From an optimization exercise on the open Yosys and OpenROAD flow, aimed at small area and a short achievable clock period; shortcuts taken in it are not production practice. Function was checked by simulation only, so behaviour that the tests miss may differ from the original. Power is estimated from default activity; no workload was simulated.

## flow/design.v (module list and top-level ports; edited modules follow where they fit)
// module mac9: 7329 lines
// module fa_cell: 4 lines
// module ha_cell: 4 lines
// module nand2_cell: 3 lines
// module nand3_cell: 3 lines
// module and3_cell: 3 lines
// module sel3n: 3 lines
// module linebuffer_3x3: 47 lines
// module conv_top: 63 lines
module conv_top (
  input  logic               clk,
  input  logic               rstn,
  input  logic               valid_in,
  input  logic [7:0]         px_in,
  input  logic               kernel_wr,
  input  logic [3:0]         kernel_addr,
  input  logic signed [15:0] kernel_data,
  output logic               valid_out,
  output logic [7:0]         px_out
);
  // ...
==> flow/run.sh <==
#!/bin/bash
# synth_recipe.tcl (not shown) runs the flow's synth.tcl, then flattens the netlist and writes it again
# the make line also repeats each setting of config.mk as NAME=value (left out here)
make -C /OpenROAD-flow-scripts/flow DESIGN_CONFIG=/design/flow/config.mk WORK_HOME=/design/flow/orfs CLKGATE_MAP_FILE= SYNTH_SCRIPT=/design/flow/synth_recipe.tcl finish
==> flow/config.mk <==
export PLATFORM = sky130hd
export DESIGN_NAME = conv_top
export DESIGN_NICKNAME = conv_top
export VERILOG_FILES = /design/flow/design.v
export SDC_FILE = /design/flow/constraint.sdc
export NUM_CORES = 4
export LEC_CHECK = 0
export ABC_CLOCK_PERIOD_IN_PS = 2500
export CAP_MARGIN = 20
export CORE_MARGIN = 2
export CORE_UTILIZATION = 40
export PLACE_DENSITY = 0.6
export SETUP_SLACK_MARGIN = 5
export SLEW_MARGIN = 20
export SYNTH_HIERARCHICAL = 1
export SYNTH_MINIMUM_KEEP_SIZE = 0
==> flow/constraint.sdc <==
create_clock -name core_clock -period 8.0 [get_ports {clk}]
set_input_delay 1.6000 -clock core_clock [delete_from_list [all_inputs] [get_ports {clk}]]
set_output_delay 1.6000 -clock core_clock [all_outputs]
set_load 0.01 [all_outputs]
==> reports/results.ini, run 1 <==
[status]
status=finished with violations
so_faults=antenna violations

[worst_hold_path]
hold_end=mac.r3851

[worst_setup_path]
path_max_fanout=8
rrSetupSlack_ns=4.93
reg2reg_to=mac.r3410

[global_route]
grt_overflow_total=0
grt_use_met2_pct=36.3

[yosys]
yosys.area.top_type=edfxtp_1
syn-cell-area_um2=72500
synth_compound_area_share_pct=1.66
synth_flop_cell=edfxtp_1

[finish]
final_cell_mix=nand2_1, edfxtp_1, fa_1
multi_input_comb_area_um2=28500
syn_to_final_growth_pct=16.4
fin_area_um2=84400
largest_reg_flops=1048
seq_cells=1597
inv_count=99
fillerInstances=15900
largest_cell_class=sequential cells

[routing]
drt_iter0_markers=6220
num_vias=45100
routed.top_layer=met5
ant_nets=1

[timing]
hold_viol_final=0

==> run 2: changes to the inputs <==
--- a/flow/config.mk
+++ b/flow/config.mk
@@ -8,8 +8,10 @@
 export ABC_CLOCK_PERIOD_IN_PS = 2500
 export CAP_MARGIN = 20
 export CORE_MARGIN = 2
-export CORE_UTILIZATION = 40
-export PLACE_DENSITY = 0.6
+export CORE_UTILIZATION = 45
+export CTS_CLUSTER_DIAMETER = 110
+export CTS_CLUSTER_SIZE = 20
+export PLACE_DENSITY = 0.65
 export SETUP_SLACK_MARGIN = 5
 export SLEW_MARGIN = 20
 export SYNTH_HIERARCHICAL = 1
==> run 2 against run 1 <==
- clock power shrank 35%
- critical path type unchanged
- largest power group unchanged
- fmax fell by 0.21%
- final cell count decreased by 4.4%
- via count fell by 1.0%
- synthesized cell count is the same
- the run now finishes clean
- first-iteration DRC count grew 1.6%
- combinational power rose by 8%
==> reports/results.ini, run 2 <==
[floorplanning]
initial_utilization_pct=45.2  ; was 40.2%
ioPinCount=41  ; unchanged
fp.dieW_um=405  ; was 430 µm
die_area_um2=164000  ; was 185,000 µm²
dieHeight_um=405  ; was 430 µm
rows=147  ; was 156
coreArea_um2=160000  ; was 180,000 µm²

[yosys]
seq_area_frac_synth_pct=60.6  ; unchanged
synthTopCellsByCount=nand2_1, edfxtp_1, fa_1  ; unchanged
avgSynthCellArea_um2=13.4  ; unchanged
synth_most_common_cell=nand2_1  ; unchanged
synth_cell_types=65  ; unchanged
mappedNetlistNets=6207  ; unchanged
synth.area.top_cells=edfxtp_1, fa_1, dfxtp_1  ; unchanged
synth_top_area_share_pct=49.4  ; unchanged
synthCells=5410  ; unchanged
syn-cell-area_um2=72500  ; unchanged
synth_edf_count=1192  ; unchanged
synth_flop_cell=edfxtp_1  ; unchanged
yosys.area.top_type=edfxtp_1  ; unchanged
yosys_register_bits=1597  ; unchanged
async_flop_share_pct=0  ; unchanged
yosys_warnings=11  ; unchanged

[routing]
route.detailed.drc=0  ; unchanged
drt-pass1-iter-count=8  ; was 9
avgViaCountPerCell=5.63  ; was 5.44
num_vias=44700  ; was 45,100
wl_per_cell_um=29.1  ; was 28.5 µm
drt_iter0_markers=6319  ; was 6,220
detail_route.wirelength_mm=231  ; was 236 mm
ant_nets=0  ; was 1

[timing]
post-route-period-util_pct=38.5  ; was 38.4%
grt_setup_unrepaired=yes  ; unchanged
finalClockSkew_ns=0.0522  ; was 0.0764 ns
fin_hold_ws_ns=0.331  ; was 0.312 ns
setup-tns-final_ns=0  ; unchanged
slew_headroom_pct=19.5  ; was 20.5%
min_period_ns=3.08  ; was 3.07 ns
finalSetupViolations=0  ; unchanged
fmax_mhz=325  ; about the same
worst_slew_pin_slew_ns=1.21  ; was 1.19 ns
hold_viol_final=0  ; unchanged
drv_slew=0  ; unchanged

[finish]
largest_reg_flops=1048  ; unchanged
final-seq-area_um2=43900  ; about the same
layout_commonest_cell=nand2_1  ; unchanged
reg_top3=lb.chain: 1048 flops, kernel: 144 flops  ; unchanged
final_cell_mix=nand2_1, edfxtp_1, fa_1  ; unchanged
top_register=lb.chain  ; unchanged
multi_input_comb_area_um2=28500  ; about the same
fin_area_um2=81300  ; was 84,400 µm²
final_nets=6490  ; was 6,569
drive_above_1_share_pct=10.2  ; was 12.5%
fillerInstances=13400  ; was 15,900
syn_to_final_growth_pct=12.2  ; was 16.4%

[pwr]
clockPowerShare_pct=16.7  ; was 24.3%
power_density_nw_per_um2=373  ; was 382 nW/µm²
combPwrFrac_pct=45.4  ; was 39.9%
total_leakage_power_nw=30.7  ; was 32.0 nW
vdd_ir_drop_max_v=0.000327  ; was 0.000382 V
switching_share_pct=39.1  ; was 36.9%
switchingPower_w=0.0119  ; about the same
finalPower_w=0.0303  ; was 0.0322 W
intPower_w=0.0185  ; was 0.0203 W
seq_power_share_pct=37.9  ; was 35.8%

[job]
drv_cap=0  ; unchanged

[global_route]
antenna_found_initial=16  ; was 22
grt_pass1_wl_mm=322  ; was 329 mm
grt_max_degree=172  ; was 197
grt.total_usage_pct=28.1  ; was 25.3%
grt_overflow_total=0  ; unchanged
grt_pass1_vias=42500  ; was 43,400

[status]
status=finished clean  ; was finished with violations

[cts]
clk_latency_ns=0.77  ; was 0.85 ns
cts_root_buffer=clkbuf_16  ; unchanged
cts_tree=done  ; unchanged
cts_buffers=94  ; was 168
clk_pin_slew_ns=0.09  ; was 0.06 ns
hold_buffers=0  ; unchanged
cts.htree.levels=3  ; was 4
cts.sinks=1597  ; unchanged
clock_path_buffers=3  ; unchanged

[worst_hold_path]
hold_path.class=reg2reg  ; unchanged
worst_hold_startpoint=mac.r3335  ; was mac.r3348
hold_end=mac.r3845  ; was mac.r3851
whs_path_depth=0  ; unchanged

[worst_setup_path]
arrival_ns=3.72  ; was 3.75 ns
path_class=reg2reg  ; unchanged
setup.worst_path.start_class=flop  ; unchanged
rr_worst_depth=9  ; was 8
crit-reg2reg-launch=mac.r3858  ; was lb.chain[529]
rrSetupSlack_ns=4.92  ; was 4.93 ns
required_ns=8.64  ; was 8.68 ns
endpoint_kind=flop  ; unchanged
cp_cell_sequence=fa_1 -> inv_2 -> ha_4 -> inv_4 -> or4_4 -> a21oi_4 -> o21ai_4 -> a2111o_2 -> o22a_1  ; was buf_12 -> nor2b_4 -> buf_2 -> nand2_1 -> nand3_1 -> fa_2 -> fa_1 -> fa_1
slowest_delay_ns=0.59  ; was 0.56 ns
reg2reg_to=px_out[4]  ; was mac.r3410
cp_slowest_cell=a2111o_2  ; was fa_1
path_max_fanout=5  ; was 8

[placement]
placed_cell_area_um2=75600  ; was 75,900 µm²
dp_hpwl_mm=166  ; was 168 mm
portBuffers=40  ; unchanged
gp_congestion=1.04  ; was 1.07

run 2: worst max-delay path by stage:
stage                        start        end  slack (ns)
finish                   mac.r3858  px_out[4]        4.92
global route             mac.r3858  px_out[3]        4.83
CTS                      mac.r3860  px_out[3]        4.95
detailed placement  lb.chain[1024]  mac.r3449        4.27
global placement    lb.chain[1024]  mac.r3326        4.24
floorplan                   lb.v_q  lb.row[0]       -0.87
run 2: modules after synthesis (local to each module, per instance):
module | cells | area (µm²) | flip-flops and latches
mac9 | 1214 | 13200 | 354
conv_top | 216 | 5240 | 177
fa_cell | 1 | 20.0 | 0
linebuffer_3x3 | 1173 | 32600 | 1066
ha_cell | 1 | 12.5 | 0
nand3_cell | 1 | 5.00 | 0
nand2_cell | 1 | 3.75 | 0
and3_cell | 1 | 6.26 | 0
run 2: worst max-delay path: cells and delay by family (launching register included):
kind | cells | cell delay (ns)
flops | 1 | 0.33
compound gates | 4 | 1.14
fa+ha+maj | 2 | 0.85
buf+inv | 2 | 0.08
simple gates | 1 | 0.54
run 2: power groups by stage:
stage	sequential [W]	clock (W)	combinational [W]
finish	0.0115	0.00508	0.0138
global placement	0.0117	0	0.0123
CTS	0.0115	0.00525	0.0131
floorplan	0.0112	0	0.00717
detailed placement	0.0117	0	0.0125
global route	0.0116	0.00552	0.0146
run 2: per-layer routing:
| layer | wire length [µm] | part of all wire [%] | GRT usage (%) | vias up |
|---|---|---|---|---|
| met2 | 97800 | 42 | 40.6 | 2491 |
| met3 | 26000 | 11 | 8.08 | 503 |
| met5 | 42 | 0.018 | 0 | - |
| met4 | 13000 | 5.6 | 13.0 | 6 |
| li1 | - | - | - | 19000 |
| met1 | 94000 | 41 | 39.4 | 22700 |
run 2: timing repair:
item                                    CTS  global route
buffers inserted                        115            66
endpoints found under the setup margin  218            96
gates cloned                              1             4
gates resized for setup                 186           108
endpoints found under the hold margin     0             0
pin swaps                                26            41
run 2: kinds of logic (layout without fill, tap and decap cells):
kind of cell | count (synthesis) | count (layout) | synth area share, %
XOR/XNOR | 99 | 99 | 1.20
AND/OR/NAND/NOR | 2581 | 2582 | 15.5
AO/OA/AOI/OAI | 177 | 178 | 1.66
other | 0 | 8 | 0
buffers and inverters | 186 | 540 | 1.35
adder cells (fa/ha/maj) | 765 | 765 | 19.7
multiplexers | 5 | 5 | 0.0691
flip-flops | 1597 | 1597 | 60.6
run 2: through the flow:
step / instances / utilization [%] / worst slack, ns
4_1_cts: 7856 / 50.1 / 4.95
5_1_grt: 7926 / 50.7 / 4.83
3_3_place_gp: 7571 / 47.2 / 4.24
2_1_floorplan: 5410 / - / -0.865
3_5_place_dp: 7571 / 47.2 / 4.27
6_report: 7934 / 50.7 / 4.92
run 2: final cells by class:
class / count / area share (%)
inverters: 99 / 0.460
clock buffers: 151 / 3.21
repair buffers: 272 / 3.53
flip-flops and latches: 1597 / 54.0
multi-input cells: 3629 / 35.1
diodes: 8 / 0.0246
clock inverters: 18 / 0.343
well taps: 2160 / 3.32

==> port drivers added, routing unchanged <==
Ports are ideal in the flow. The routed layouts listed here were re-timed in OpenROAD.
Step 1 assumes that a clkbuf_16 drives the clock port and a buf_2 every other input.
Step 2, shift: input delay + t, output delay - t, t = (earliest + latest rising clock arrival at the registers) / 2. This alone moves slack from input paths to output paths.
Three values: ideal, step 1, step 2; two values: the first two.
run	shift t [ns]	slack for setup (ns)	worst register clock-pin slew, ns	worst slew at a driven data input, ns
run 1	0.895	4.925 / 4.925 / 4.804	0.07 / 0.07	0.13
run 2	0.834	4.919 / 4.919 / 4.802	0.10 / 0.10	0.10
The setup slack of run 1, which loses most, moves by 0.000 ns with the drivers and by -0.121 ns with both steps.
